This is an optimization exercise on Yosys and OpenROAD, whose aim is small area, a short achievable clock period and few clock cycles, not a production implementation. At most, simulation tests tie the RTL to the original design; equivalence was not proved. For run 1, only the layout was checked, not whether the RTL still works. No activity file was given, so power comes from the tool's default toggle rates.

**flow/flow/run.sh**
```bash
#!/bin/bash
# The standard layout (the standard.sh: standard synthesis, then ORFS
# floorplan to finish), with timing repair aiming for a larger setup slack
# than the clock period asks for. Each step's output goes to a log here.
set -euo pipefail
MARGIN=9
bash standard.sh synth > synth.log 2>&1
bash standard.sh SETUP_SLACK_MARGIN=$MARGIN finish > layout.log 2>&1
```
**flow/standard.sh**
```bash
#!/bin/bash
# synth_recipe.tcl (not shown) runs the flow's synth.tcl, then flattens the netlist and writes it again
# the make line also repeats each setting of config.mk as NAME=value (left out here)
make -C /OpenROAD-flow-scripts/flow DESIGN_CONFIG=/design/flow/config.mk WORK_HOME=/design/flow/orfs CLKGATE_MAP_FILE= SYNTH_SCRIPT=/design/flow/synth_recipe.tcl "${@:-finish}"
```
**flow/config.mk**
```make
export PLATFORM = sky130hd
export DESIGN_NAME = multicycle_CPU
export DESIGN_NICKNAME = multicycle_CPU
export VERILOG_FILES = /design/flow/design.v
export SDC_FILE = /design/flow/constraint.sdc
export NUM_CORES = 4
export LEC_CHECK = 0
export CAP_MARGIN = 20
export CORE_MARGIN = 2
export CORE_UTILIZATION = 40
export SLEW_MARGIN = 20
```
**flow/constraint.sdc**
```tcl
create_clock -name core_clock -period 13.0 [get_ports {CLK}]
set_input_delay 2.6000 -clock core_clock [delete_from_list [all_inputs] [get_ports {CLK}]]
set_output_delay 2.6000 -clock core_clock [all_outputs]
set_load 0.01 [all_outputs]
```
**flow/design.v**
```verilog
`timescale 1ns / 1ps
module ADD4_32(
  input [31:0] pc_before,
  output [31:0] pc_new
    );
	assign pc_new = pc_before + 4;
endmodule	
`timescale 1ns / 1ps
module ADDMulti4_32(
    input [31:0] A,
    input [31:0] B,
    output [31:0] out
    );
  assign out = A + (B << 2);
endmodule
`timescale 1ns / 1ps
module EXT(
  input [1:0]op_ext,              
  input [15:0] src_immed,         
  output [31:0] new_immed   			
    );
  assign new_immed[4:0] = (op_ext == 2'b00) ? src_immed[10:6] : src_immed[4:0];
  assign new_immed[15:5] = (op_ext == 2'b00) ? 11'b00000000000 : src_immed[15:5];
	assign new_immed[31:16] = (op_ext == 2'b10) ? (src_immed[15] ? 16'hffff : 16'h0000) : 16'h0000;
endmodule
`timescale 1ns / 1ps
module PCJUMP(
  	input [31:0] PC4,          
    input [25:0] in_addr,    
    output [31:0] out_addr    
    );
  	assign out_addr[31:28] = PC4[31:28];
    assign out_addr[27:2] = in_addr;
    assign out_addr[1:0] = 2'b00;
endmodule
`timescale 1ns / 1ps
module MUX2L_32(
	  input slc,
    input [31:0] in_0,
    input [31:0] in_1,
    output [31:0] out_0
    );
	assign out_0 = slc ? in_1 : in_0;
endmodule
`timescale 1ns / 1ps
module MUX4L_32(
  input [1:0] slc,
  input [31:0] in_0,
  input [31:0] in_1,
  input [31:0] in_2,
  input [31:0] in_3,
  output [31:0] out_0
    );
	assign out_0 = slc[0] ? (slc[1] ? in_3 : in_1) : (slc[1] ? in_2 : in_0);
endmodule
`timescale 1ns / 1ps
module MUX4L_5(
	 input [1:0] slc,
   input [4:0] in_0,
   input [4:0] in_1,
	 input [4:0] in_2,
	 input [4:0] in_3,
   output [4:0] out_0
    );
	assign out_0 = slc[0] ? (slc[1] ? in_3 : in_1) : (slc[1] ? in_2 : in_0);
endmodule
`timescale 1ns / 1ps
module ALU(
  input [3:0] op_ALU,            
  input [31:0] src_A,
  input [31:0] src_B,
    output reg zero,             
  output reg[31:0] result
    );
	always@(*)
	 begin
		case (op_ALU)
			4'b0000 :  result = src_A + src_B;
			4'b0001 :  result = src_A - src_B;
      4'b0010 :  result = ($signed(src_A) < $signed(src_B)) ? 1 : 0;    
			4'b0011 :  result = src_A >> src_B;
			4'b0100 :  result = src_A << src_B;
			4'b0101 :  result = src_A | src_B;
			4'b0110 :  result = src_A & src_B;
			4'b0111 :  result = src_A ^ src_B;
      4'b1000 :  result = src_B;											 
      4'b1001 :  result = src_A + 4;									 
      default: result = 32'd0;
		endcase
		if (result != 0)  zero = 0;
		else  zero = 1;
	 end
endmodule
`timescale 1ns / 1ps
module RF(
		input CLK,
	 	input w_RF,                   
  input [4:0] readReg_addrA,
  input [4:0] readReg_addrB,
  input [4:0] writeReg_addr,
  input [31:0] writeData,
  output [31:0] out_dataA,
  output [31:0] out_dataB
    );
 reg [31:0] register[1:31];  		 
	assign out_dataA = (readReg_addrA == 0) ? 32'd0 : register[readReg_addrA];
	assign out_dataB = (readReg_addrB == 0) ? 32'd0 : register[readReg_addrB];
  always@(posedge CLK)
	 begin
		if (w_RF && writeReg_addr != 0)  register[writeReg_addr] <= writeData;
	 end
endmodule
`timescale 1ns / 1ps
module PC(
    input CLK,
    input reset,
    input w_pc,                   
  input [31:0] in_addr,           
  output reg[31:0] out_addr       
    );
	always@(posedge CLK or posedge reset)
	 begin
		if (reset == 1)
      out_addr <= 0;
		else
		 begin
			if (w_pc)
        out_addr <= in_addr;
			else
        out_addr <= out_addr;
		 end
	 end
endmodule
`timescale 1ns / 1ps
module CU(
     input CLK,
     input reset,
  input [5:0] op_instruction,      
  input [5:0] func_instruction,    
    input zero,                    
    output reg w_pc,               
    output reg slc_ALUB,           
    output reg slc_ALUA,           
    output reg[1:0] slc_RFWriteData,   
    output reg w_RF,               
    output reg w_dataMem,          
  output reg[1:0] op_ext,          
  output reg[1:0] slc_pcSrc,       
  output reg[1:0] slc_RFWriteAddr, 
  output reg[3:0] op_ALU           
    );
    parameter [2:0]
        IF    		= 3'b000,
        ID    		= 3'b001,
        EX_MEM		= 3'b010,
        EX_NO_MEM = 3'b011,
        EX_NO_WB	=	3'b100,
        MEM_NO_WB	= 3'b101,
        MEM_WB   	= 3'b110,
        WB 				= 3'b111;
    parameter [5:0]
      add_func  = 6'b100000,
      sub_func 	= 6'b100001,
      and_func  = 6'b100100,
      or_func  	= 6'b100101,
      movn_func = 6'b001011,
      movz_func = 6'b001010,
      sll_func  = 6'b000000,
      slt_func  = 6'b101010,
      jr_func   = 6'b001000,
      addi_op   = 6'b001100,
      ori_op    = 6'b001101,
      sw_op  		= 6'b101011,
      lw_op     = 6'b100011,
      beq_op    = 6'b000100,
      j_op  		= 6'b000010,
      jal_op 		= 6'b000011;
    reg [2:0] status;
    reg [2:0] next_status;
    always@(posedge CLK or posedge reset)
     begin
        if (reset)
          status <= IF;
        else
          status <= next_status;
     end
    always@(*)
     begin
       next_status = status;
       case (status)
         IF: next_status = ID;
         ID:
           case (op_instruction)
             6'b000000: next_status = (func_instruction == jr_func) ? EX_NO_WB : EX_NO_MEM;
             sw_op, lw_op: next_status = EX_MEM;
             j_op: next_status = EX_NO_WB;
             jal_op, addi_op, beq_op, ori_op: next_status = EX_NO_MEM;
             default: next_status = ID;         
           endcase
         EX_MEM: next_status = (op_instruction == sw_op) ? MEM_NO_WB : MEM_WB;
         EX_NO_WB: next_status = IF;
         EX_NO_MEM: next_status = WB;
         MEM_NO_WB: next_status = IF;
         MEM_WB: next_status = WB;
         WB: next_status = IF;
       endcase
     end
    always@(*)
     begin
       slc_ALUA = 1;
       slc_ALUB = 1;
       op_ALU = 4'b0000;
       op_ext = 2'b10;
       slc_RFWriteData = 2'b00;
       slc_RFWriteAddr = 2'b01;
       case (op_instruction)
         6'b000000:
           begin
             slc_ALUB = 0;
             slc_RFWriteAddr = 2'b10;
             case (func_instruction)
               add_func : op_ALU = 4'b0000;
               sub_func : op_ALU = 4'b0001;
               and_func : op_ALU = 4'b0110;
               or_func  : op_ALU = 4'b0101;
               movn_func, movz_func:
                 begin
                   op_ALU = 4'b1000;
                   slc_RFWriteData = 2'b10;
                 end
               slt_func : op_ALU = 4'b0010;
               sll_func :
                 begin
                   slc_ALUB = 1;
                   op_ext = 2'b00;
                   op_ALU = 4'b0100;
                 end
               default: ;
             endcase
           end
         addi_op : op_ALU = 4'b0000;
         ori_op  :
           begin
             op_ext = 2'b01;
             op_ALU = 4'b0101;
           end
         lw_op   : slc_RFWriteData = 2'b01;
         sw_op   : ;
         beq_op  :
           begin
             slc_ALUB = 0;
             op_ALU = 4'b0001;
           end
         jal_op  :
           begin
             slc_ALUA = 0;
             op_ALU = 4'b1001;
             slc_RFWriteAddr = 2'b00;
           end
         default: ;
       endcase
     end
    always@(*)
     begin
       case (op_instruction)
         6'b000000: slc_pcSrc = (func_instruction == jr_func) ? 2'b10 : 2'b00;
         beq_op   : slc_pcSrc = zero ? 2'b01 : 2'b00;
         j_op, jal_op: slc_pcSrc = 2'b11;
         default  : slc_pcSrc = 2'b00;
       endcase
     end
    always@(*)
     begin
       w_pc = 0;
       w_RF = 0;
       w_dataMem = 0;
       case (status)
         EX_NO_WB: w_pc = 1;
         MEM_NO_WB:
           begin
             w_dataMem = 1;
             w_pc = 1;
           end
         WB:
           begin
             w_pc = 1;
             if (op_instruction == beq_op)
               w_RF = 0;
             else if (op_instruction == 6'b000000 && func_instruction == movn_func)
               w_RF = !zero;      
             else if (op_instruction == 6'b000000 && func_instruction == movz_func)
               w_RF = zero;       
             else
               w_RF = 1;
           end
         default: ;
       endcase
     end
  endmodule
`timescale 1ns / 1ps
module multicycle_CPU(
    input CLK,
    input reset,
    output [31:0] imem_addr,       
    input  [31:0] imem_rdata,      
    output [31:0] dmem_addr,       
    output [31:0] dmem_wdata,      
    output        dmem_we,         
    input  [31:0] dmem_rdata       
    );
  localparam [5:0]
    F_ADD = 6'b100000, F_SUB = 6'b100001, F_AND = 6'b100100, F_OR = 6'b100101,
    F_MOVN = 6'b001011, F_MOVZ = 6'b001010, F_SLL = 6'b000000, F_SLT = 6'b101010,
    F_JR = 6'b001000,
    O_ADDI = 6'b001100, O_ORI = 6'b001101, O_SW = 6'b101011, O_LW = 6'b100011,
    O_BEQ = 6'b000100, O_J = 6'b000010, O_JAL = 6'b000011;
  reg  [31:0] pc;                  
  reg  [31:0] ras;                 
  reg         ras_v;
  reg         dv;                  
  reg  [31:0] d_ir;
  reg  [31:0] dpc;
  reg         xv;                  
  reg  [31:0] xa, xb;
  reg  [15:0] ximm;
  reg  [4:0]  xdst;
  reg         xfa, xfb;            
  reg         x_and, x_or, x_slt, x_sll, x_pass, x_sub, x_useimm, x_sext;
  reg         x_movn, x_movz, x_beq, x_jr, x_lw, x_sw, x_wr, x_wm;
  reg  [31:0] mres;                
  reg  [31:0] mwd;
  reg  [4:0]  mdst;
  reg         mwe, mload, mst;
  reg  [31:0] rf [1:31];
  assign dmem_addr  = mres;
  assign dmem_wdata = mwd;
  assign dmem_we    = mst;
  wire [31:0] m_wdata = mload ? dmem_rdata : mres;
  always @(posedge CLK) begin
    if (mwe) rf[mdst] <= m_wdata;
  end
  wire [31:0] a = (xfa & mwe) ? mres : xa;
  wire [31:0] b = (xfb & mwe) ? mres : xb;
  wire [31:0] ximm_ext = {{16{ximm[15] & x_sext}}, ximm};
  wire [31:0] opb  = x_useimm ? ximm_ext : b;
  wire [31:0] sum  = a + (x_sub ? ~opb : opb) + {31'd0, x_sub};
  wire        lt   = (a[31] ^ b[31]) ? a[31] : sum[31];
  wire        b_zero = (b == 32'd0);
  wire        eq   = (a == b);
  reg [31:0] res;
  always @(*) begin
    if (x_and)       res = a & b;
    else if (x_or)   res = a | opb;
    else if (x_slt)  res = {31'd0, lt};
    else if (x_sll)  res = a << ximm[10:6];
    else if (x_pass) res = a;
    else             res = sum;
  end
  wire x_we = x_wr | (x_movn & ~b_zero) | (x_movz & b_zero);
  wire [31:0] x_btarget = dpc + {{14{ximm[15]}}, ximm, 2'b00};
  wire x_redirect = xv & ((x_beq & eq) | (x_jr & ~(dv & (a == dpc))));
  wire [31:0] x_target = x_jr ? a : x_btarget;
  wire [5:0] op   = d_ir[31:26];
  wire [4:0] rs   = d_ir[25:21];
  wire [4:0] rt   = d_ir[20:16];
  wire [4:0] rd   = d_ir[15:11];
  wire [5:0] func = d_ir[5:0];
  wire [15:0] imm = d_ir[15:0];
  wire is_r   = (op == 6'd0);
  wire d_add  = is_r & (func == F_ADD);
  wire d_sub  = is_r & (func == F_SUB);
  wire d_and  = is_r & (func == F_AND);
  wire d_or   = is_r & (func == F_OR);
  wire d_slt  = is_r & (func == F_SLT);
  wire d_sll  = is_r & (func == F_SLL);
  wire d_movn = is_r & (func == F_MOVN);
  wire d_movz = is_r & (func == F_MOVZ);
  wire d_jr   = is_r & (func == F_JR);
  wire d_addi = (op == O_ADDI);
  wire d_ori  = (op == O_ORI);
  wire d_lw   = (op == O_LW);
  wire d_sw   = (op == O_SW);
  wire d_beq  = (op == O_BEQ);
  wire d_j    = (op == O_J);
  wire d_jal  = (op == O_JAL);
  wire d_pred = d_beq & (rs == rt);
  wire [4:0] d_dst = d_jal ? 5'd31 : (is_r ? rd : rt);
  wire d_wr  = (d_add | d_sub | d_and | d_or | d_slt | d_sll | d_addi | d_ori | d_lw | d_jal)
               & (d_dst != 5'd0);
  wire d_wm  = (d_wr | d_movn | d_movz) & (d_dst != 5'd0);
  wire use_rs = ~(d_j | d_jal | d_pred);
  wire use_rt = is_r | d_sw | (d_beq & ~d_pred);
  reg [31:0] rf_a, rf_b;
  integer k;
  always @(*) begin
    rf_a = 32'd0;
    rf_b = 32'd0;
    for (k = 1; k < 32; k = k + 1) begin
      rf_a = rf_a | ({32{rs == k}} & rf[k]);
      rf_b = rf_b | ({32{rt == k}} & rf[k]);
    end
  end
  wire [31:0] da = (mwe & (mdst == rs)) ? m_wdata : rf_a;
  wire [31:0] db = (mwe & (mdst == rt)) ? m_wdata : rf_b;
  wire hit_a = xv & x_wm & (xdst == rs);
  wire hit_b = xv & x_wm & (xdst == rt);
  wire ld_stall = dv & xv & x_lw & ((use_rs & hit_a) | (use_rt & hit_b));
  wire [31:0] d_sum = dpc + {(d_jal ? 30'd2 : ({{14{imm[15]}}, imm} + 30'd1)), 2'b00};
  wire d_redirect = dv & d_pred & ~x_redirect;
  assign imem_addr = pc;
  wire [31:0] fi  = imem_rdata;
  wire [31:0] pc4 = pc + 32'd4;
  wire f_jmp = (fi[31:27] == 5'b00001);                       
  wire f_jr  = (fi[31:26] == 6'd0) & (fi[5:0] == F_JR) & ras_v;
  wire [31:0] f_next = f_jmp ? {pc4[31:28], fi[25:0], 2'b00} :
                       f_jr  ? ras : pc4;
  wire d_go = dv & ~x_redirect & ~ld_stall & ~d_pred;
  always @(posedge CLK or posedge reset) begin
    if (reset) begin
      pc    <= 32'd0;
      ras_v <= 1'b0;
      dv    <= 1'b0;
      xv    <= 1'b0;
      mwe   <= 1'b0;
      mload <= 1'b0;
      mst   <= 1'b0;
    end else begin
      if (x_redirect) begin
        pc <= x_target;
        dv <= 1'b0;
      end else if (d_redirect) begin
        pc <= d_sum;
        dv <= 1'b0;
      end else if (ld_stall) begin
        pc <= dpc;               
        dv <= 1'b0;
      end else begin
        pc <= f_next;
        dv <= 1'b1;
      end
      if (dv & d_jal) ras_v <= 1'b1;
      xv    <= d_go;
      mwe   <= xv & x_we;
      mload <= xv & x_lw;
      mst   <= xv & x_sw;
    end
  end
  always @(posedge CLK) begin
    d_ir <= fi;
    dpc  <= pc;
    if (dv & d_jal) ras <= d_sum;
    xa       <= d_jal ? d_sum : da;
    xb       <= db;
    ximm     <= imm;
    xdst     <= d_dst;
    xfa      <= hit_a & use_rs;
    xfb      <= hit_b & use_rt;
    x_and    <= d_and;
    x_or     <= d_or | d_ori;
    x_slt    <= d_slt;
    x_sll    <= d_sll;
    x_pass   <= d_movn | d_movz | d_jal;
    x_sub    <= d_sub | d_slt;
    x_useimm <= ~is_r;
    x_sext   <= ~d_ori;
    x_movn   <= d_movn & (d_dst != 5'd0);
    x_movz   <= d_movz & (d_dst != 5'd0);
    x_beq    <= d_beq;
    x_jr     <= d_jr;
    x_lw     <= d_lw & (d_dst != 5'd0);
    x_sw     <= d_sw;
    x_wr     <= d_wr;
    x_wm     <= d_wm;
    mres     <= res;
    mwd      <= b;
    mdst     <= xdst;
  end
endmodule
```
==> results.cfg, run 1 <==
[synth]
synth-seq-cells = 1298
synth_compound_area_share_pct = 20.1
synth_cell_type_count = 87
synth_largest_area_cell = edfxtp_1
synth.yosys.warnings = 1
synth_mux_area_share_pct = 4.25
syn_inst = 5033
synth_largest_type_area_fraction_pct = 49.7
synth.area.top_cells = edfxtp_1, dfxtp_1, a22oi_1, a221oi_1, a22o_1
postSynthAreaPerCell_um2 = 12.3
ys_seq_area_share_pct = 58.9
synthFlopType = edfxtp_1
synthXorXnorAreaFrac_pct = 2.69
async_reset_ff_share_pct = 2.93
synth_top_family_by_area = compound AO/OA/AOI/OAI gates
synth-simple-area-share_pct = 8.64
synth_adder_area_share_pct = 2.63
synth_nets = 5227
synth_edf_count = 1024
synth_area_um2 = 61800

[clocking]
cts_sinks = 1298
clk_pin_slew_ns = 0.06
clock_tree.buffer_depth = 3
cts_hold_buf = 0
cts_tree = yes
cts-root-buf = clkbuf_16
clk_latency_ns = 0.84
cts_made_buffers = 140
htreeDepth = 4

[worst_hold_path]
worstHoldStart = d_ir[8]$_DFF_P_
whs_endpoint = ximm[8]$_DFF_P_
hold_path_depth = 0
min_path_type = flip-flop to flip-flop

[timing]
finalSetupViolCount = 0
post-route-period-util_pct = 32.1
min_period_ns = 4.17
relSlewSlack_pct = 13.3
drv_slew = 0
finalHoldViolations = 0
skew_ns = 0.0768
hold-worst-slack_ns = 0.386
fmax_ghz = 0.240
tightest_slew_ns = 1.29
setup_tns_ns = 0
rsz0062_at_grt = true

[setup_path]
r2r_end = mres[30]$_DFF_P_
ff2ff_path_depth = 20
path_class = flip-flop to flip-flop
cp-start-kind = flip-flop
crit_path_start = mwe$_DFF_PP0_
required_ns = 13.72
r2r_start = mwe$_DFF_PP0_
rrSetupSlack_ns = 8.83
cp-end-kind = flip-flop
worstPathArrival_ns = 4.89
worstPathMaxFanout = 8

[layout]
num-nets-final = 5554
fin_area_um2 = 75000
layout_common_cells = edfxtp_1, a22oi_1, buf_4, nor2_1, a21oi_1
layout-drive-gt1-share_pct = 21.8
layout_commonest_cell = edfxtp_1
areaGrowthSynthToFinish_pct = 21.2
fillers = 13400

[pwr]
p_int_mw = 8.51
swShare_pct = 33.0
p_seq_share_pct = 42.6
powerDensity_nw_per_um2 = 169
power.switching_mw = 4.20
power.total_mw = 12.7
irDropWorstVdd_mv = 0.122
p_clk_share_pct = 33.2
p_leak_nw = 25.8
combPwrFrac_pct = 24.2

[drt]
highest_layer = met5
drc_errors = 0
avgRoutedWirePerCell_um = 43.6
first_iter_violations = 12400
dr_wl_met2_um = 135000
routed_wl_um = 329000
via_per_inst = 7.50
dr.pass1.iters = 14
wl_met3_um = 55200
wl_met1_um = 104000
vias = 56600
antenna_left = 0

[die]
coreArea_um2 = 154000
die_area_um2 = 158000
start_util_pct = 40.2
chipWidth_um = 397
die_y_um = 397
ios = 163
rows = 144

[grt]
antenna_found_initial = 26
grtUsageTotal_pct = 40.1
grt_pass1_vias = 52000
grt_max_degree = 59
grt-ovfl-total = 0
grt_pass1_wl_um = 436000

[job]
maxCapViolCount = 0

[place]
place_area_um2 = 66600
dpl.hpwl_um = 187000
place.port_buffers = 162
gp_congestion = 1.02

[outcome]
status = complete, no violations
-- flip-flops by register name, indices dropped and copies added, names as in the netlist, 5 cells and up --
signal and flops:
pc 32, ximm 16, mdst 5, d_ir 32
ras 32, dpc 32, mres 32, xa 32
xb 32, rf 992, xdst 5, mwd 32
-- synthesized netlist by cell type, types with 123 or more instances --
| master | n |
|---|---|
| o21ai_0 | 151 |
| edfxtp_1 | 1024 |
| nand3_1 | 163 |
| xnor2_1 | 123 |
| mux2i_1 | 131 |
| a21oi_1 | 246 |
| dfxtp_1 | 236 |
| a22oi_1 | 469 |
| clkbuf_1 | 284 |
| nand2_1 | 160 |
| nor2_1 | 344 |
| ha_1 | 125 |
| a221oi_1 | 223 |
| a22o_1 | 218 |
| nand4_1 | 153 |
-- cell type report --
| type | count | area, µm² | share of cell area (%) |
|---|---|---|---|
| Timing Repair Buffer | 530 | 4650 | 6.21 |
| Antenna cell | 21 | 52.6 | 0.0701 |
| Multi-Input combinational cell | 3306 | 26000 | 34.6 |
| Inverter | 84 | 327 | 0.436 |
| Tap cell | 2044 | 2560 | 3.41 |
| Sequential cell | 1298 | 36600 | 48.9 |
| Clock inverter | 82 | 1010 | 1.35 |
| Clock buffer | 175 | 3760 | 5.01 |
-- cell families (layout without fill, tap and decap cells) --
family / count (synthesis) / in the layout
buffers and inverters: 430 / 871
AND/OR/NAND/NOR: 1080 / 1081
XOR/XNOR: 190 / 190
flip-flops: 1298 / 1298
multiplexers: 222 / 222
AO/OA/AOI/OAI: 1685 / 1685
adder cells (fa/ha/maj): 128 / 128
other: 0 / 21
-- repair_timing --
action | 4_1_cts | 5_1_grt
pin swaps | 54 | 65
endpoints found under the setup margin | 192 | 103
resized for setup | 698 | 161
setup buffers | 131 | 62
gates cloned | 13 | 4
-- per-layer routing --
metal / up-vias / track usage, %
met5: - / 0.0908
li1: 21100 / -
met2: 6445 / 57.6
met4: 14 / 31.7
met1: 27100 / 46.6
met3: 1947 / 17.8
-- power groups by stage --
stage | clock network (mW) | registers, mW | logic [mW]
after detailed placement | 0 | 5.52 | 2.51
after global routing | 4.36 | 5.40 | 3.18
after CTS | 4.20 | 5.39 | 2.82
after floorplan | 0 | 5.31 | 1.42
final | 4.22 | 5.41 | 3.07
after global placement | 0 | 5.52 | 2.50
-- through the flow --
step,setup slack (ns),cells,utilization (%)
floorplan,8.78,5033,-
global placement,7.53,7049,43.3
detailed placement,7.44,7049,43.3
CTS,8.82,7450,47.9
global route,8.71,7520,48.7
finish,8.83,7540,48.7
-- critical path: stages, from the launching register on --
cell and delay (ns):
dfrtp_2 0.45, nand2_4 0.09, buf_12 0.14, buf_12 0.12
buf_16 0.14, mux2_4 0.37, mux2i_4 0.21, xnor2_2 0.10
ha_2 0.36, o211a_1 0.18, o31ai_4 0.08, buf_6 0.14
a2111oi_4 0.31, a211oi_2 0.06, buf_4 0.17, o21ai_4 0.17
a221o_1 0.27, a211oi_2 0.11, a211oi_1 0.20, o41ai_1 0.11
a221o_1 0.33
-- how the worst max path moves through the flow --
stage	end	slack [ns]	depth (start not counted)
finish	mres[30]$_DFF_P_	8.83	20
global route	mres[28]$_DFF_P_	8.71	21
CTS	mres[30]$_DFF_P_	8.82	19
detailed placement	pc[0]$_DFFE_PP0P_	7.44	16
global placement	mres[30]$_DFF_P_	7.53	13
floorplan	pc[4]$_DFF_PP0_	8.78	11
==> inputs of run 2 (changes only) <==
--- a/flow/design.v
+++ b/flow/design.v
@@ -321,12 +321,13 @@
   reg  [31:0] d_ir;
   reg  [31:0] dpc;
   reg         xv;                  
-  reg  [31:0] xa, xb;
-  reg  [15:0] ximm;
+  reg  [31:0] xa;                  
+  reg  [31:0] xb;                  
+  reg  [31:0] xc;                  
   reg  [4:0]  xdst;
-  reg         xfa, xfb;            
-  reg         x_and, x_or, x_slt, x_sll, x_pass, x_sub, x_useimm, x_sext;
-  reg         x_movn, x_movz, x_beq, x_jr, x_lw, x_sw, x_wr, x_wm;
+  reg         xfa, xfb, xfc;       
+  reg         x_and, x_or, x_slt, x_sll, x_pass, x_sub;
+  reg         x_movn, x_movz, x_beq, x_jr, x_lw, x_sw, x_wr, x_wm, x_hold;
   reg  [31:0] mres;                
   reg  [31:0] mwd;
   reg  [4:0]  mdst;
@@ -339,31 +340,30 @@
   always @(posedge CLK) begin
     if (mwe) rf[mdst] <= m_wdata;
   end
-  wire [31:0] a = (xfa & mwe) ? mres : xa;
-  wire [31:0] b = (xfb & mwe) ? mres : xb;
-  wire [31:0] ximm_ext = {{16{ximm[15] & x_sext}}, ximm};
-  wire [31:0] opb  = x_useimm ? ximm_ext : b;
-  wire [31:0] sum  = a + (x_sub ? ~opb : opb) + {31'd0, x_sub};
+  wire [31:0] a = xfa ? mres : xa;
+  wire [31:0] b = xfb ? mres : xb;
+  wire [31:0] c = xfc ? mres : xc;
+  wire [31:0] sum  = a + (x_sub ? ~b : b) + {31'd0, x_sub};
   wire        lt   = (a[31] ^ b[31]) ? a[31] : sum[31];
   wire        b_zero = (b == 32'd0);
   wire        eq   = (a == b);
   reg [31:0] res;
   always @(*) begin
     if (x_and)       res = a & b;
-    else if (x_or)   res = a | opb;
+    else if (x_or)   res = a | b;
     else if (x_slt)  res = {31'd0, lt};
-    else if (x_sll)  res = a << ximm[10:6];
+    else if (x_sll)  res = a << b[4:0];
     else if (x_pass) res = a;
     else             res = sum;
   end
   wire x_we = x_wr | (x_movn & ~b_zero) | (x_movz & b_zero);
-  wire [31:0] x_btarget = dpc + {{14{ximm[15]}}, ximm, 2'b00};
   wire x_redirect = xv & ((x_beq & eq) | (x_jr & ~(dv & (a == dpc))));
-  wire [31:0] x_target = x_jr ? a : x_btarget;
+  wire [31:0] x_target = x_jr ? a : xc;
   wire [5:0] op   = d_ir[31:26];
   wire [4:0] rs   = d_ir[25:21];
   wire [4:0] rt   = d_ir[20:16];
   wire [4:0] rd   = d_ir[15:11];
+  wire [4:0] sa   = d_ir[10:6];
   wire [5:0] func = d_ir[5:0];
   wire [15:0] imm = d_ir[15:0];
   wire is_r   = (op == 6'd0);
@@ -385,11 +385,12 @@
   wire d_jal  = (op == O_JAL);
   wire d_pred = d_beq & (rs == rt);
   wire [4:0] d_dst = d_jal ? 5'd31 : (is_r ? rd : rt);
-  wire d_wr  = (d_add | d_sub | d_and | d_or | d_slt | d_sll | d_addi | d_ori | d_lw | d_jal)
-               & (d_dst != 5'd0);
-  wire d_wm  = (d_wr | d_movn | d_movz) & (d_dst != 5'd0);
+  wire d_nz  = (d_dst != 5'd0);
+  wire d_wr  = (d_add | d_sub | d_and | d_or | d_slt | d_sll | d_addi | d_ori | d_lw | d_jal) & d_nz;
+  wire d_cw  = (d_movn | d_movz) & d_nz;             
   wire use_rs = ~(d_j | d_jal | d_pred);
-  wire use_rt = is_r | d_sw | (d_beq & ~d_pred);
+  wire use_rb = (is_r & ~d_sll) | (d_beq & ~d_pred);   
+  wire use_rc = d_sw;                                 
   reg [31:0] rf_a, rf_b;
   integer k;
   always @(*) begin
@@ -404,9 +405,11 @@
   wire [31:0] db = (mwe & (mdst == rt)) ? m_wdata : rf_b;
   wire hit_a = xv & x_wm & (xdst == rs);
   wire hit_b = xv & x_wm & (xdst == rt);
-  wire ld_stall = dv & xv & x_lw & ((use_rs & hit_a) | (use_rt & hit_b));
+  wire ld_stall = dv & xv & x_hold & ((use_rs & hit_a) | ((use_rb | use_rc) & hit_b));
   wire [31:0] d_sum = dpc + {(d_jal ? 30'd2 : ({{14{imm[15]}}, imm} + 30'd1)), 2'b00};
   wire d_redirect = dv & d_pred & ~x_redirect;
+  wire [31:0] d_opb = d_sll ? {27'd0, sa} : (is_r | d_beq) ? db :
+                      d_ori ? {16'd0, imm} : {{16{imm[15]}}, imm};
   assign imem_addr = pc;
   wire [31:0] fi  = imem_rdata;
   wire [31:0] pc4 = pc + 32'd4;
@@ -450,29 +453,29 @@
     dpc  <= pc;
     if (dv & d_jal) ras <= d_sum;
     xa       <= d_jal ? d_sum : da;
-    xb       <= db;
-    ximm     <= imm;
+    xb       <= d_opb;
+    xc       <= d_beq ? d_sum : db;
     xdst     <= d_dst;
     xfa      <= hit_a & use_rs;
-    xfb      <= hit_b & use_rt;
+    xfb      <= hit_b & use_rb;
+    xfc      <= hit_b & use_rc;
     x_and    <= d_and;
     x_or     <= d_or | d_ori;
     x_slt    <= d_slt;
     x_sll    <= d_sll;
     x_pass   <= d_movn | d_movz | d_jal;
     x_sub    <= d_sub | d_slt;
-    x_useimm <= ~is_r;
-    x_sext   <= ~d_ori;
-    x_movn   <= d_movn & (d_dst != 5'd0);
-    x_movz   <= d_movz & (d_dst != 5'd0);
+    x_movn   <= d_movn & d_nz;
+    x_movz   <= d_movz & d_nz;
     x_beq    <= d_beq;
     x_jr     <= d_jr;
-    x_lw     <= d_lw & (d_dst != 5'd0);
+    x_lw     <= d_lw & d_nz;
     x_sw     <= d_sw;
     x_wr     <= d_wr;
-    x_wm     <= d_wm;
+    x_wm     <= d_wr | d_cw;
+    x_hold   <= (d_lw & d_nz) | d_cw;
     mres     <= res;
-    mwd      <= b;
+    mwd      <= c;
     mdst     <= xdst;
   end
 endmodule
==> results.cfg, run 2 <==
[drt]
routed_wl_um = 321000
dr.pass1.iters = 14
wl_met3_um = 55300
dr_wl_met2_um = 129000
wl_met1_um = 105000
via_per_inst = 7.41
drc_errors = 0
avgRoutedWirePerCell_um = 42.8
vias = 55700
first_iter_violations = 12300
highest_layer = met5
antenna_left = 0

[layout]
areaGrowthSynthToFinish_pct = 21.0
fillers = 13300
fin_area_um2 = 74300
largest_reg_flops = 992
regMostFlops = rf
num-nets-final = 5537
layout-drive-gt1-share_pct = 20.9
layout_commonest_cell = edfxtp_1
layout_common_cells = edfxtp_1, a22oi_1, buf_4, nand2_1, a221oi_1

[clocking]
clk_pin_slew_ns = 0.07
cts_hold_buf = 0
cts_sinks = 1314
cts_made_buffers = 143
cts-root-buf = clkbuf_16
clk_latency_ns = 0.82
clock_tree.buffer_depth = 3
cts_tree = yes
htreeDepth = 4

[place]
dpl.hpwl_um = 183000
gp_congestion = 0.995
place_area_um2 = 66400
place.port_buffers = 162

[grt]
grt_pass1_vias = 50900
grt-ovfl-total = 0
grt_pass1_wl_um = 422000
grtUsageTotal_pct = 39.0
grt_max_degree = 65
antenna_found_initial = 21

[pwr]
p_leak_nw = 25.4
power.total_mw = 12.4
powerDensity_nw_per_um2 = 167
irDropWorstVdd_mv = 0.151

[synth]
synth_area_um2 = 61400
ys_seq_area_share_pct = 59.9
synth_mux_area_share_pct = 4.00
synth_compound_area_share_pct = 19.5
synth-simple-area-share_pct = 8.57
synth_edf_count = 1024
synth_largest_area_cell = edfxtp_1
postSynthAreaPerCell_um2 = 12.3
synthXorXnorAreaFrac_pct = 2.50
synth_largest_type_area_fraction_pct = 50.1
synthFlopType = edfxtp_1
synth-seq-cells = 1314
syn_inst = 5005
async_reset_ff_share_pct = 2.89
synth_nets = 5202
yosys-top-cells-count = edfxtp_1, a22oi_1, nor2_1
synth_top_family_by_area = compound AO/OA/AOI/OAI gates
synth.yosys.warnings = 1
synth_adder_area_share_pct = 2.69
synth_cell_type_count = 87
synth.most_common_cell = edfxtp_1
synth.area.top_cells = edfxtp_1, dfxtp_1, a22oi_1, a221oi_1, a22o_1

[die]
die_area_um2 = 157000
ios = 163
rows = 143
die_y_um = 396
start_util_pct = 40.4
coreArea_um2 = 152000
chipWidth_um = 396

[timing]
relSlewSlack_pct = 22.0
post-route-period-util_pct = 32.4
rsz0062_at_grt = true
drv_slew = 0
min_period_ns = 4.22
finalHoldViolations = 0
finalSetupViolCount = 0
setup_tns_ns = 0
skew_ns = 0.0347
tightest_slew_ns = 1.17
fmax_ghz = 0.237

[worst_hold_path]
min_path_type = flip-flop to flip-flop

[setup_path]
cp-start-kind = flip-flop
path_class = flip-flop to flip-flop
required_ns = 13.69
worstPathArrival_ns = 4.90
worstPathMaxFanout = 21
rrSetupSlack_ns = 8.78
cp-end-kind = flip-flop

[job]
maxCapViolCount = 0

[outcome]
status = complete, no violations
[run 2: cell types whose count changed after synthesis, moves of 16 or more]
cell,previous run,this run
a211oi_1,61,39
a21oi_1,246,185
dfxtp_1,236,252
inv_1,81,104
mux2_2,65,95
mux4_2,24,0
nand2_1,160,241
nand2b_1,29,11
nor2_1,344,322
o21ai_0,151,130
o21ai_1,4,38
xnor2_1,123,104
[run 2: what timing repair did]
action                                  CTS  global route
pin swaps                                20            41
hold endpoints to repair                  0             0
endpoints found under the setup margin  208           132
setup buffers                            92            90
gates resized for setup                 542           165
cloned                                    6            12
[run 2: kinds of logic after synthesis]
| kind of cell | Yosys count |
|---|---|
| XOR/XNOR | 175 |
| multiplexers | 231 |
| adder cells (fa/ha/maj) | 131 |
| flip-flops | 1314 |
| AO/OA/AOI/OAI | 1609 |
| buffers and inverters | 457 |
| AND/OR/NAND/NOR | 1088 |
[run 2: worst paths after layout]
kind,startpoint,end,cells after the start
min,xdst[2]$_DFF_P_,mdst[2]$_DFF_P_,0
max in group asynchronous,reset,pc[25]$_DFF_PP0_,3
max,d_ir[18]$_DFF_P_,xb[11]$_SDFF_PP0_,10
max reg2reg,d_ir[18]$_DFF_P_,xb[11]$_SDFF_PP0_,10
min reg2reg,xdst[2]$_DFF_P_,mdst[2]$_DFF_P_,0
min in group asynchronous,reset,mst$_DFF_PP0_,3
[run 2: critical path, stage by stage (launching register included)]
cell	delay (ns)
dfxtp_1	0.65
nand3b_1	0.43
nor2_4	0.86
buf_4	0.66
a22o_1	0.24
a221oi_1	0.05
nand4_1	0.15
nor3_1	0.11
a21oi_1	0.55
nand2_1	0.11
a21oi_1	0.28
[run 2: through the flow]
| step | worst slack [ns] | utilization (%) | std cells | hold WS [ns] |
|---|---|---|---|---|
| 2_1_floorplan | 8.94 | - | 5005 | 0.375 |
| 3_3_place_gp | 7.54 | 43.6 | 7024 | 0.384 |
| 3_5_place_dp | 7.53 | 43.6 | 7024 | 0.388 |
| 4_1_cts | 8.96 | 47.7 | 7385 | 0.386 |
| 5_1_grt | 8.89 | 48.8 | 7491 | 0.399 |
| 6_report | 8.78 | 48.8 | 7513 | 0.383 |
[run 2: cell type report]
cell class	instances	area [µm²]	share of cell area, %
clock buffer	182	3890	5.24
inverter	107	408	0.549
sequential	1314	36900	49.7
clock inverter	81	827	1.11
antenna	25	62.6	0.0842
tap	2030	2540	3.42
timing repair buffer	534	4740	6.38
multi-input combinational	3240	24900	33.5
[run 2: routing by layer]
layer | vias up | GRT usage (%)
li1 | 20800 | -
met1 | 26800 | 47.1
met2 | 6224 | 55.4
met3 | 1871 | 16.7
met4 | 34 | 28.0
met5 | - | 1.79
[run 2: power by group]
group,internal (mW),switching [mW],total (mW)
registers,5.16,0.245,5.41
logic,0.882,1.94,2.82
clock network,2.33,1.83,4.16
Testbench counts of run 2, summed over its fixed seeds: cycles 64,690.
==> inputs of run 3 (changes only) <==
--- a/flow/config.mk
+++ b/flow/config.mk
@@ -8,4 +8,6 @@
 export CAP_MARGIN = 20
 export CORE_MARGIN = 2
 export CORE_UTILIZATION = 40
+export CTS_CLUSTER_DIAMETER = 100
+export CTS_CLUSTER_SIZE = 20
 export SLEW_MARGIN = 20
==> results.cfg, run 3 <==
[die]
coreArea_um2 = 152000
rows = 143
start_util_pct = 40.4
die_area_um2 = 157000
ios = 163
chipWidth_um = 396
die_y_um = 396

[setup_path]
rrSetupSlack_ns = 8.74
ff2ff_path_depth = 10
r2r_start = d_ir[19]$_DFF_P_
path_cells = nand3b_1 -> nor2_4 -> buf_4 -> a22o_1 -> a221oi_1 -> nand4_1 -> nor3_1 -> a21oi_1 -> mux2i_1 -> o21ai_0
worstPathArrival_ns = 4.90
crit_slowest_cell = nor2_4
required_ns = 13.64
r2r_end = xb[0]$_DFF_P_
path_class = flip-flop to flip-flop
worstPathMaxFanout = 21
critPathMaxStageDelay_ns = 0.87
cp-start-kind = flip-flop
cp-end-kind = flip-flop

[drt]
first_iter_violations = 12100
drc_errors = 0
via_per_inst = 7.47
routed_wl_um = 319000
dr.pass1.iters = 14
vias = 55000
avgRoutedWirePerCell_um = 43.3
antenna_left = 0

[timing]
finalHoldViolations = 0
min_period_ns = 4.26
setup_tns_ns = 0
finalWorstSetupSlack_ns = 8.74
post-route-period-util_pct = 32.8
skew_ns = 0.0567
hold-worst-slack_ns = 0.398
drv_slew = 0
fmax_ghz = 0.235
rsz0062_at_grt = true
finalSetupViolCount = 0
tightest_slew_ns = 1.21
relSlewSlack_pct = 19.0

[place]
gp_congestion = 0.995
dpl.hpwl_um = 183000
place.port_buffers = 162
dp_cells = 7024
pre_cts_slack_ns = 7.53
place_area_um2 = 66400

[synth]
synth_largest_area_cell = edfxtp_1
synth_largest_type_area_fraction_pct = 50.1
synth.yosys.warnings = 1
synth_area_um2 = 61400
synth_edf_count = 1024
synth_cell_type_count = 87
synth.most_common_cell = edfxtp_1
syn_inst = 5005
postSynthAreaPerCell_um2 = 12.3
ys_seq_area_share_pct = 59.9
synth_nets = 5202
async_reset_ff_share_pct = 2.89
synth.area.top_cells = edfxtp_1, dfxtp_1, a22oi_1, a221oi_1, a22o_1
synthFlopType = edfxtp_1
synth-seq-cells = 1314
yosys-top-cells-count = edfxtp_1, a22oi_1, nor2_1

[pwr]
p_clk_share_pct = 24.3
swShare_pct = 33.9
p_int_mw = 7.16
power.total_mw = 10.8
p_seq_share_pct = 49.8
powerDensity_nw_per_um2 = 151
combPwrFrac_pct = 25.9
p_leak_nw = 24.2
irDropWorstVdd_mv = 0.112
power.switching_mw = 3.67

[layout]
final_core_util_pct = 47.1
layout-drive-gt1-share_pct = 18.3
num-nets-final = 5476
layout_common_cells = edfxtp_1, a22oi_1, buf_4, nand2_1, a221oi_1
layout_commonest_cell = edfxtp_1
largest_reg_flops = 992
final_cells = 7360
areaGrowthSynthToFinish_pct = 16.8
fin_area_um2 = 71700
regMostFlops = rf

[clocking]
cts_made_buffers = 78
clk_pin_slew_ns = 0.09
htreeDepth = 3
cts_tree = yes
clock_tree.buffer_depth = 3
cts_sinks = 1314
cts-root-buf = clkbuf_16
cts_hold_buf = 0
clk_latency_ns = 0.78

[grt]
grt_max_degree = 65
grtUsageTotal_pct = 38.8
grt_pass1_vias = 50200
grt_pass1_wl_um = 420000
antenna_found_initial = 15
grt-ovfl-total = 0

[worst_hold_path]
hold_path_depth = 0
worstHoldStart = xdst[2]$_DFF_P_
min_path_type = flip-flop to flip-flop
whs_endpoint = mdst[2]$_DFF_P_

[job]
maxCapViolCount = 0

[outcome]
status = complete, no violations
-- run 3: cell count changes in the layout (fill, tap and decap cells not counted), sizes merged, moves of 9 or more --
cell | previous run | this run
clkbuf | 195 | 106
clkinv | 57 | 10
dlygate4sd2 | 1 | 38
buf | 420 | 394
bufinv | 9 | 0
-- run 3: worst max-delay path, delay by kind of cell, from the launching register on --
family / cells / cell delay, ns
AO/OA/AOI/OAI: 4 / 1.13
AND/OR/NAND/NOR: 4 / 1.55
multiplexers: 1 / 0.16
flip-flops: 1 / 0.64
buffers and inverters: 1 / 0.66
-- run 3: worst max-delay path by stage --
stage	from	end	depth (start not counted)
2_1_floorplan	imem_rdata[2]	pc[10]$_DFF_PP0_	10
3_3_place_gp	imem_rdata[28]	pc[7]$_DFF_PP0_	9
3_5_place_dp	imem_rdata[28]	pc[10]$_DFF_PP0_	9
5_1_grt	d_ir[28]$_DFF_P_	pc[31]$_DFF_PP0_	16
4_1_cts	d_ir[30]$_DFF_P_	ras[30]$_DFFE_PP_	16
6_report	d_ir[19]$_DFF_P_	xb[0]$_DFF_P_	10
-- run 3: logic make-up (layout without fill, tap and decap cells) --
kind of cell               count (synthesis)  after routing  synth area share (%)
buffers and inverters                    457            754                  2.89
other                                      0             22                     0
xor gates and xnor gates                 175            175                  2.50
and+or+nand+nor                         1088           1094                  8.57
AOI/OAI and AO/OA                       1609           1609                  19.5
DFF                                     1314           1314                  59.9
adders and majority gates                131            131                  2.69
muxes                                    231            231                  4.00
-- run 3: cell type report --
type	count	area, µm²
fill	13500	80400
sequential	1314	36900
multi-input combinational	3240	24800
timing repair buffer	538	4720
tap	2030	2540
clock buffer	94	2010
inverter	107	405
clock inverter	15	230
antenna	22	55.1
-- run 3: power groups by stage --
stage	combinational [mW]	sequential, mW	clock, mW
CTS	2.55	5.38	2.61
global placement	2.24	5.60	0
global route	2.88	5.40	2.74
detailed placement	2.25	5.59	0
floorplan	1.21	5.38	0
finish	2.80	5.40	2.63
-- run 3: what timing repair did --
| action | in CTS | in global routing |
|---|---|---|
| pin swaps | 20 | 47 |
| setup buffers | 91 | 97 |
| resized for setup | 422 | 158 |
| setup endpoints to repair | 208 | 119 |
| gates cloned | 8 | 8 |
-- run 3: layer usage --
layer	share of wire [%]	track usage, %
met2	40	55.3
met1	33	47.4
met5	0.072	0.308
met3	16	15.8
met4	9.9	27.6
==> inputs of run 4 (changes only) <==
--- a/flow/design.v
+++ b/flow/design.v
@@ -320,6 +320,7 @@
   reg         dv;                  
   reg  [31:0] d_ir;
   reg  [31:0] dpc;
+  reg  [31:1] d_rs_oh, d_rt_oh;    
   reg         xv;                  
   reg  [31:0] xa;                  
   reg  [31:0] xb;                  
@@ -397,8 +398,8 @@
     rf_a = 32'd0;
     rf_b = 32'd0;
     for (k = 1; k < 32; k = k + 1) begin
-      rf_a = rf_a | ({32{rs == k}} & rf[k]);
-      rf_b = rf_b | ({32{rt == k}} & rf[k]);
+      rf_a = rf_a | ({32{d_rs_oh[k]}} & rf[k]);
+      rf_b = rf_b | ({32{d_rt_oh[k]}} & rf[k]);
     end
   end
   wire [31:0] da = (mwe & (mdst == rs)) ? m_wdata : rf_a;
@@ -415,6 +416,14 @@
   wire [31:0] pc4 = pc + 32'd4;
   wire f_jmp = (fi[31:27] == 5'b00001);                       
   wire f_jr  = (fi[31:26] == 6'd0) & (fi[5:0] == F_JR) & ras_v;
+  reg  [31:1] f_rs_oh, f_rt_oh;
+  integer j;
+  always @(*) begin
+    for (j = 1; j < 32; j = j + 1) begin
+      f_rs_oh[j] = (fi[25:21] == j);
+      f_rt_oh[j] = (fi[20:16] == j);
+    end
+  end
   wire [31:0] f_next = f_jmp ? {pc4[31:28], fi[25:0], 2'b00} :
                        f_jr  ? ras : pc4;
   wire d_go = dv & ~x_redirect & ~ld_stall & ~d_pred;
@@ -450,6 +459,8 @@
   end
   always @(posedge CLK) begin
     d_ir <= fi;
+    d_rs_oh <= f_rs_oh;
+    d_rt_oh <= f_rt_oh;
     dpc  <= pc;
     if (dv & d_jal) ras <= d_sum;
     xa       <= d_jal ? d_sum : da;
==> results.cfg, run 4 <==
[grt]
grt_pass1_wl_um = 416000
grtUsageTotal_pct = 37.1
grt_pass1_vias = 50200
grt_max_degree = 65
grt-ovfl-total = 0
antenna_found_initial = 18

[setup_path]
worstSetupPathDepth = 1
crit_path_start = pc[19]$_DFF_PP0_
ff2ff_path_depth = 15
worstPathMaxFanout = 4
path_delay_family = flip-flops
r2r_start = d_ir[2]$_DFF_P_
path_class = flip-flop to output pin
rrSetupSlack_ns = 9.01
crit_slowest_cell = dfrtp_2
worstPathArrival_ns = 1.41
critPathMaxStageDelay_ns = 0.52
cp_num_buf_inv = 1
r2r_end = ras[30]$_DFFE_PP_
cp-end-kind = output pin
required_ns = 10.40
path_cells = buf_6
cp-start-kind = flip-flop

[clocking]
clk_latency_ns = 0.76
cts_sinks = 1376
cts_made_buffers = 80
cts_tree = yes
cts-root-buf = clkbuf_16
clk_pin_slew_ns = 0.09
cts_hold_buf = 0
clock_tree.buffer_depth = 3
htreeDepth = 3

[layout]
regMostFlops = rf
layout-drive-gt1-share_pct = 16.4
areaGrowthSynthToFinish_pct = 14.6
layout_common_cells = edfxtp_1, a22oi_1, a221oi_1, nand2_1, a22o_1
largest_reg_flops = 992
layout_commonest_cell = edfxtp_1
final_cells = 7405
final_core_util_pct = 46.1
num-nets-final = 5497

[place]
dp_cells = 7135
dpl.hpwl_um = 179000
gp_congestion = 0.993
place.port_buffers = 162

[pwr]
powerDensity_nw_per_um2 = 154
swShare_pct = 33.0
p_leak_nw = 24.4
p_int_mw = 7.43
irDropWorstVdd_mv = 0.0947
power.total_mw = 11.1
combPwrFrac_pct = 24.9
p_seq_share_pct = 50.7
power.switching_mw = 3.67
p_clk_share_pct = 24.3

[drt]
wl_met3_um = 50800
highest_layer = met5
first_iter_violations = 11500
antenna_left = 0
routed_wl_um = 311000
avgRoutedWirePerCell_um = 42.0
via_per_inst = 7.32
vias = 54200
drc_errors = 0
wl_met1_um = 106000
dr_wl_met2_um = 127000
dr.pass1.iters = 12

[synth]
synth.area.top_cells = edfxtp_1, dfxtp_1, a22oi_1, a221oi_1, a22o_1
yosys-top-cells-count = edfxtp_1, a22oi_1, dfxtp_1
ys_seq_area_share_pct = 60.4
postSynthAreaPerCell_um2 = 12.3
synth.most_common_cell = edfxtp_1
syn_inst = 5104
synth_nets = 5301
synth_area_um2 = 62900
async_reset_ff_share_pct = 2.76
synth-seq-cells = 1376
synth_edf_count = 1024
synth_largest_type_area_fraction_pct = 48.9
synth.yosys.warnings = 1
synth_cell_type_count = 95
synth_largest_area_cell = edfxtp_1
synthFlopType = edfxtp_1

[worst_hold_path]
whs_endpoint = mdst[0]$_DFF_P_
worstHoldStart = xdst[0]$_DFF_P_
min_path_type = flip-flop to flip-flop
hold_path_depth = 0

[die]
die_y_um = 401
rows = 145
die_area_um2 = 160000
coreArea_um2 = 156000
ios = 163
start_util_pct = 40.3
chipWidth_um = 401

[timing]
relSlewSlack_pct = 11.8
finalHoldViolations = 0
skew_ns = 0.0457
min_period_ns = 4.01
hold-worst-slack_ns = 0.407
setup_tns_ns = 0
fmax_ghz = 0.249
rsz0062_at_grt = true
finalSetupViolCount = 0
drv_slew = 0
post-route-period-util_pct = 30.9
tightest_slew_ns = 1.31

[outcome]
status = complete, no violations

[job]
maxCapViolCount = 0
## run 4: logic make-up (layout without fill, tap and decap cells)
logic type	Yosys count	in the layout	share of synthesized area, %
AO/OA/AOI/OAI	1660	1660	19.6
flip-flops	1376	1376	60.4
AND/OR/NAND/NOR	1079	1080	8.21
buffers and inverters	468	700	2.90
multiplexers	210	210	3.75
XOR/XNOR	180	180	2.51
adder cells (fa/ha/maj)	131	131	2.63
other	0	10	0
## run 4: routing by layer
metal	global-route usage [%]	vias up
li1	-	20700
met1	46.1	26300
met2	53.5	5643
met3	14.7	1519
met4	24.0	20
met5	0	-
## run 4: through the flow
stage	area [µm²]	setup WS, ns
6_report	72100	8.99
5_1_grt	72100	8.92
4_1_cts	71400	8.90
3_5_place_dp	67300	7.47
3_3_place_gp	67300	7.38
2_1_floorplan	63000	8.86
## run 4: power by group through the flow
stage	combinational [mW]	clock, mW	sequential (mW)
detailed placement	2.24	0	5.81
global route	2.88	2.84	5.63
global placement	2.24	0	5.82
floorplan	1.25	0	5.60
finish	2.77	2.70	5.63
CTS	2.60	2.69	5.61
## run 4: how the worst max path moves through the flow
stage,to,slack [ns]
finish,imem_addr[19],8.99
global route,pc[23]$_DFF_PP0_,8.92
CTS,pc[27]$_DFF_PP0_,8.90
detailed placement,pc[31]$_DFF_PP0_,7.47
global placement,pc[31]$_DFF_PP0_,7.38
floorplan,pc[4]$_DFF_PP0_,8.86
## run 4: what timing repair did
action / CTS / global route
pin swaps: 23 / 33
endpoints found under the setup margin: 203 / 91
cloned: 6 / 3
gates resized for setup: 456 / 99
buffers inserted: 113 / 19
## run 4: layout make-up
| type | count | area [µm²] |
|---|---|---|
| fill | 13900 | 84100 |
| sequential | 1376 | 38300 |
| multi-input combinational | 3261 | 24400 |
| timing repair buffer | 457 | 4050 |
| tap | 2058 | 2570 |
| clock buffer | 111 | 2140 |
| inverter | 124 | 468 |
| clock inverter | 8 | 136 |
| antenna | 10 | 25.0 |
Testbench counts of run 4, summed over its fixed seeds: cycles 64,690.
==> inputs of run 5 (changes only) <==
--- a/flow/design.v
+++ b/flow/design.v
@@ -327,7 +327,7 @@
   reg  [31:0] xc;                  
   reg  [4:0]  xdst;
   reg         xfa, xfb, xfc;       
-  reg         x_and, x_or, x_slt, x_sll, x_pass, x_sub;
+  reg         x_and, x_or, x_slt, x_sll, x_pass, x_sub, x_arith;
   reg         x_movn, x_movz, x_beq, x_jr, x_lw, x_sw, x_wr, x_wm, x_hold;
   reg  [31:0] mres;                
   reg  [31:0] mwd;
@@ -348,15 +348,15 @@
   wire        lt   = (a[31] ^ b[31]) ? a[31] : sum[31];
   wire        b_zero = (b == 32'd0);
   wire        eq   = (a == b);
-  reg [31:0] res;
+  reg [31:0] other;
   always @(*) begin
-    if (x_and)       res = a & b;
-    else if (x_or)   res = a | b;
-    else if (x_slt)  res = {31'd0, lt};
-    else if (x_sll)  res = a << b[4:0];
-    else if (x_pass) res = a;
-    else             res = sum;
+    if (x_and)       other = a & b;
+    else if (x_or)   other = a | b;
+    else if (x_sll)  other = a << b[4:0];
+    else if (x_pass) other = a;
+    else             other = 32'd0;
   end
+  wire [31:0] res = ({32{x_arith}} & sum) | other | {31'd0, x_slt & lt};
   wire x_we = x_wr | (x_movn & ~b_zero) | (x_movz & b_zero);
   wire x_redirect = xv & ((x_beq & eq) | (x_jr & ~(dv & (a == dpc))));
   wire [31:0] x_target = x_jr ? a : xc;
@@ -476,6 +476,7 @@
     x_sll    <= d_sll;
     x_pass   <= d_movn | d_movz | d_jal;
     x_sub    <= d_sub | d_slt;
+    x_arith  <= ~(d_and | d_or | d_ori | d_slt | d_sll | d_movn | d_movz | d_jal);
     x_movn   <= d_movn & d_nz;
     x_movz   <= d_movz & d_nz;
     x_beq    <= d_beq;
==> results.cfg, run 5 <==
[drt]
routed_wl_um = 307000
via_per_inst = 7.32
antenna_left = 0
vias = 54000
dr.pass1.iters = 10
drc_errors = 0
avgRoutedWirePerCell_um = 41.6
first_iter_violations = 10900

[clocking]
clk_pin_slew_ns = 0.10
htreeDepth = 3
clk_latency_ns = 0.77
cts_tree = yes
cts_sinks = 1377
clock_tree.buffer_depth = 3
cts-root-buf = clkbuf_16
cts_made_buffers = 79

[setup_path]
path_class = flip-flop to output pin
cp_num_buf_inv = 1
critPathMaxStageDelay_ns = 0.39
path_delay_family = flip-flops
cp-start-kind = flip-flop
required_ns = 10.40
worstPathArrival_ns = 1.40
path_cells = clkdlybuf4s15_1
worstPathMaxFanout = 2
crit_slowest_cell = dfxtp_4
cp-end-kind = output pin

[synth]
synth.area.top_cells = edfxtp_1, dfxtp_1, a22oi_1, a221oi_1, a22o_1
synthFlopType = edfxtp_1
synth_edf_count = 1024
synth_cell_type_count = 85
synth_largest_area_cell = edfxtp_1
yosys-top-cells-count = edfxtp_1, a22oi_1, dfxtp_1
async_reset_ff_share_pct = 2.76
synth_largest_type_area_fraction_pct = 48.6
syn_inst = 5129
synth_area_um2 = 63300
postSynthAreaPerCell_um2 = 12.3
synth.yosys.warnings = 1
ys_seq_area_share_pct = 60.0
synth-seq-cells = 1377
synth_nets = 5326
synth.most_common_cell = edfxtp_1

[timing]
finalSetupViolCount = 0
skew_ns = 0.0499
post-route-period-util_pct = 30.7
fmax_ghz = 0.250
relSlewSlack_pct = 13.2
finalWorstSetupSlack_ns = 9.00
tightest_slew_ns = 1.29
rsz0062_at_grt = true
finalHoldViolations = 0
setup_tns_ns = 0
hold-worst-slack_ns = 0.404
min_period_ns = 4.00
drv_slew = 0

[grt]
grt-ovfl-total = 0
grt_max_degree = 66
grtUsageTotal_pct = 36.5
grt_pass1_wl_um = 411000
antenna_found_initial = 11
grt_pass1_vias = 50300

[job]
maxCapViolCount = 0

[place]
pre_cts_slack_ns = 7.40
gp_congestion = 1.03
place.port_buffers = 162
dpl.hpwl_um = 176000
place_area_um2 = 67700

[worst_hold_path]
min_path_type = flip-flop to flip-flop

[layout]
layout_commonest_cell = edfxtp_1
regMostFlops = rf
num-nets-final = 5469
fin_area_um2 = 71400
areaGrowthSynthToFinish_pct = 12.8
layout_common_cells = edfxtp_1, a22oi_1, a221oi_1, a22o_1, nand2_1
layout-drive-gt1-share_pct = 14.9
final_core_util_pct = 45.5
largest_reg_flops = 992

[die]
ios = 163
die_y_um = 402
start_util_pct = 40.4
die_area_um2 = 161000
coreArea_um2 = 157000
rows = 145
chipWidth_um = 402

[pwr]
irDropWorstVdd_mv = 0.105
powerDensity_nw_per_um2 = 155
p_leak_nw = 24.2

[outcome]
status = complete, no violations
## run 5: worst reg2reg max path, cell delays in order (launching register included)
cell	delay, ns
dfxtp_2	0.35
buf_12	0.25
buf_8	0.34
mux2i_2	0.27
buf_4	0.24
inv_1	0.09
ha_1	0.40
and4_1	0.27
and3_1	0.19
nand2_1	0.10
a211oi_2	0.39
nor2_1	0.13
a41oi_1	0.48
a211o_1	0.17
o211ai_1	0.08
## run 5: kinds of logic after synthesis
family	count (synthesis)	synth area share [%]
xor gates and xnor gates	178	2.46
muxes	242	4.17
DFF	1377	60.0
adders and majority gates	131	2.61
and+or+nand+nor	1079	8.26
buffers and inverters	479	2.95
AOI/OAI and AO/OA	1643	19.5
## run 5: stage by stage
stage	power [mW]	cells
global placement	8.08	7151
CTS	10.9	7350
detailed placement	8.09	7151
finish	11.0	7376
global route	11.3	7371
floorplan	6.83	5129
## run 5: cell type report
class	instances	area [µm²]
timing repair buffer	416	3410
multi-input combinational	3274	24400
fill	14300	85400
tap	2058	2570
clock inverter	10	193
antenna	5	12.5
inverter	124	465
sequential	1377	38300
clock buffer	112	2100
## run 5: path summary, 6_finish.rpt
path	cells after the start	start	endpoint	slack (ns)
setup / recovery	1	mres[22]$_DFF_P_	dmem_addr[22]	9.00
hold / removal	0	xdst[0]$_DFF_P_	mdst[0]$_DFF_P_	0.40
setup reg to reg	14	xfa$_DFF_P_	mres[29]$_DFF_P_	9.08
hold reg to reg	0	xdst[0]$_DFF_P_	mdst[0]$_DFF_P_	0.40
max in group asynchronous	2	reset	pc[21]$_DFF_PP0_	9.93
min in group asynchronous	2	reset	ras_v$_DFFE_PP0P_	2.39
## run 5: per-layer routing
| layer | part of all wire, % | wire length (µm) | GRT usage [%] | vias to the layer above |
|---|---|---|---|---|
| met5 | 0.038 | 116 | 0.208 | - |
| met3 | 15 | 46700 | 13.9 | 1572 |
| met1 | 33 | 103000 | 43.5 | 26300 |
| met4 | 9.7 | 29700 | 27.1 | 14 |
| met2 | 42 | 128000 | 53.5 | 5341 |
| li1 | - | - | - | 20800 |
## run 5: power by group
part	switching (mW)	internal, mW
combinational	1.88	0.846
clock	1.52	1.17
sequential	0.258	5.35
total	3.66	7.37
## run 5: what timing repair did
action | CTS | global route
hold buffers | 0 | 0
endpoints found under the hold margin | 0 | 0
gates cloned | 1 | 2
pin swaps | 14 | 14
gates resized for setup | 430 | 70
buffers inserted | 76 | 19
setup endpoints to repair | 213 | 90
Testbench counts of run 5, summed over its fixed seeds: cycles 64,690.
==> inputs of run 6 (changes only) <==
--- a/flow/config.mk
+++ b/flow/config.mk
@@ -7,7 +7,7 @@
 export LEC_CHECK = 0
 export CAP_MARGIN = 20
 export CORE_MARGIN = 2
-export CORE_UTILIZATION = 40
+export CORE_UTILIZATION = 60
 export CTS_CLUSTER_DIAMETER = 100
 export CTS_CLUSTER_SIZE = 20
 export SLEW_MARGIN = 20
==> results.cfg, run 6 <==
[outcome]
status = finished with violations
violations = capacitance limit, slew limit

[timing]
finalHoldViolations = 0
hold-worst-slack_ns = 0.397
post-route-period-util_pct = 31.1
skew_ns = 0.0477
drv_slew = 3
tightest_slew_ns = 1.54
finalSetupViolCount = 0
min_period_ns = 4.04
rsz0062_at_grt = true
relSlewSlack_pct = -3.78
setup_tns_ns = 0
fmax_ghz = 0.248

[clocking]
cts-root-buf = clkbuf_16
cts_sinks = 1377
htreeDepth = 3
clk_pin_slew_ns = 0.08
clock_tree.buffer_depth = 3
cts_made_buffers = 79
cts_tree = yes
cts_hold_buf = 0
clk_latency_ns = 0.75

[pwr]
p_leak_nw = 24.3
powerDensity_nw_per_um2 = 156
irDropWorstVdd_mv = 0.156

[synth]
synth_largest_type_area_fraction_pct = 48.6
synth.yosys.warnings = 1
synth_nets = 5326
postSynthAreaPerCell_um2 = 12.3
synthFlopType = edfxtp_1
syn_inst = 5129
synth_cell_type_count = 85
synth.most_common_cell = edfxtp_1
synth.area.top_cells = edfxtp_1, dfxtp_1, a22oi_1, a221oi_1, a22o_1
synth_edf_count = 1024
synth_area_um2 = 63300
yosys-top-cells-count = edfxtp_1, a22oi_1, dfxtp_1
ys_seq_area_share_pct = 60.0
synth-seq-cells = 1377
async_reset_ff_share_pct = 2.76
synth_largest_area_cell = edfxtp_1

[die]
chipWidth_um = 329
ios = 163
rows = 119
coreArea_um2 = 105000
die_area_um2 = 108000
start_util_pct = 60.3
die_y_um = 329

[grt]
grtUsageTotal_pct = 53.9
grt_pass1_wl_um = 401000
grt_max_degree = 66
antenna_found_initial = 23
grt-ovfl-total = 0
grt_pass1_vias = 51000

[layout]
regMostFlops = rf
layout-drive-gt1-share_pct = 15.0
layout_common_cells = edfxtp_1, a22oi_1, a221oi_1, a22o_1, nand2_1
layout_commonest_cell = edfxtp_1
areaGrowthSynthToFinish_pct = 11.6
fillers = 7835
final_core_util_pct = 67.3
fin_area_um2 = 70700
largest_reg_flops = 992
num-nets-final = 5485

[drt]
antenna_left = 0
wl_met1_um = 94100
first_iter_violations = 12800
wl_met3_um = 54600
highest_layer = met5
via_per_inst = 8.25
drc_errors = 0
vias = 55600
routed_wl_um = 299000
dr_wl_met2_um = 117000
avgRoutedWirePerCell_um = 44.4
dr.pass1.iters = 13

[job]
maxCapViolCount = 1

[place]
dpl.hpwl_um = 170000
place.port_buffers = 162
place_area_um2 = 67000
gp_congestion = 1.00

[setup_path]
worstPathMaxFanout = 5
required_ns = 13.66
cp-end-kind = flip-flop
path_class = input port to flip-flop
worstPathArrival_ns = 4.70
ff2ff_path_depth = 13
cp-start-kind = input port

[worst_hold_path]
min_path_type = flip-flop to flip-flop
hold_path_depth = 0
run 6: layout make-up:
cell class	count	area (µm²)	share of cell area, %
flip-flops and latches	1377	38300	54.2
multi-input cells	3274	24300	34.5
repair buffers	432	3520	4.98
clock buffers	109	2110	2.99
well taps	1391	1740	2.46
inverters	124	465	0.659
clock inverters	10	164	0.232
diodes	16	40.0	0.0567
run 6: cell families after synthesis:
family                   count (synthesis)  share of synthesized area (%)
AO/OA/AOI/OAI                         1643                           19.5
flip-flops                            1377                           60.0
AND/OR/NAND/NOR                       1079                           8.26
buffers and inverters                  479                           2.95
multiplexers                           242                           4.17
XOR/XNOR                               178                           2.46
adder cells (fa/ha/maj)                131                           2.61
run 6: repair_timing:
item / CTS / global route
setup buffers: 73 / 21
gates resized for setup: 390 / 101
setup endpoints to repair: 196 / 127
hold endpoints to repair: 0 / 0
pin swaps: 17 / 21
cloned: 2 / 1
run 6: power by group:
group	internal [mW]	switching (mW)
combinational	0.826	1.86
sequential	5.36	0.289
clock	1.16	1.51
total	7.34	3.66
run 6: stage by stage:
step / worst slack [ns] / std cells / power [mW]
final: 8.96 / 6733 / 11.0
after global routing: 8.91 / 6717 / 11.2
after CTS: 8.91 / 6691 / 10.7
after detailed placement: 7.62 / 6497 / 8.04
after global placement: 7.66 / 6497 / 8.02
after floorplan: 8.52 / 5129 / 6.83
run 6: critical path, cell delays in order:
cell      delay, ns
buf_2          0.13
nor4bb_4       0.40
nand3_2        0.18
or3_4          0.41
buf_6          0.15
buf_6          0.11
a211oi_2       0.22
a21oi_1        0.06
a211oi_1       0.26
o22a_1         0.17
run 6: worst paths after layout:
kind | start | endpoint | slack, ns
setup / recovery | imem_rdata[2] | pc[16]$_DFF_PP0_ | 8.96
hold / removal | xdst[3]$_DFF_P_ | mdst[3]$_DFF_P_ | 0.40
setup reg to reg | xfa$_DFF_P_ | pc[27]$_DFF_PP0_ | 9.07
hold reg to reg | xdst[3]$_DFF_P_ | mdst[3]$_DFF_P_ | 0.40
max in group asynchronous | reset | pc[11]$_DFF_PP0_ | 9.89
min in group asynchronous | reset | mload$_DFF_PP0_ | 2.41
run 6: layer usage:
metal / global-route usage, % / up-vias
li1: - / 20800
met1: 64.4 / 26200
met2: 73.0 / 6448
met3: 27.0 / 2040
met4: 42.6 / 29
met5: 2.22 / -

==> re-timing with driven ports <==
The results above use ideal ports. As a check the final layouts listed here were re-extracted and re-timed, cells and wires unchanged.
Step 1, drivers: a clkbuf_16 drives CLK and a buf_2 each remaining input, both assumed.
Step 2 adds t to the input delays and takes it off the output delays; t is the mean of the earliest and latest rising clock arrival at the registers after step 1. Input paths then give back, and output paths get back, about the clock's delay inside the block.
a / b / c = ideal / step 1 / step 2; a / b = the first two.
run | t, ns | setup WS [ns] | worst slew at a driven data input, ns
run 1 | 0.877 | 8.833 / 8.833 / 8.062 | 0.08
run 2 | 0.885 | 8.784 / 8.784 / 8.117 | 0.07
run 3 | 0.831 | 8.738 / 8.738 / 8.151 | 0.07
run 4 | 0.818 | 8.986 / 8.902 / 8.235 | 0.14
run 5 | 0.824 | 9.003 / 8.920 / 8.259 | 0.06
run 6 | 0.795 | 8.961 / 8.948 / 8.204 | 0.05
For run 1, which loses most, drivers alone change the setup slack by 0.000 ns; drivers and shift together by -0.771 ns.
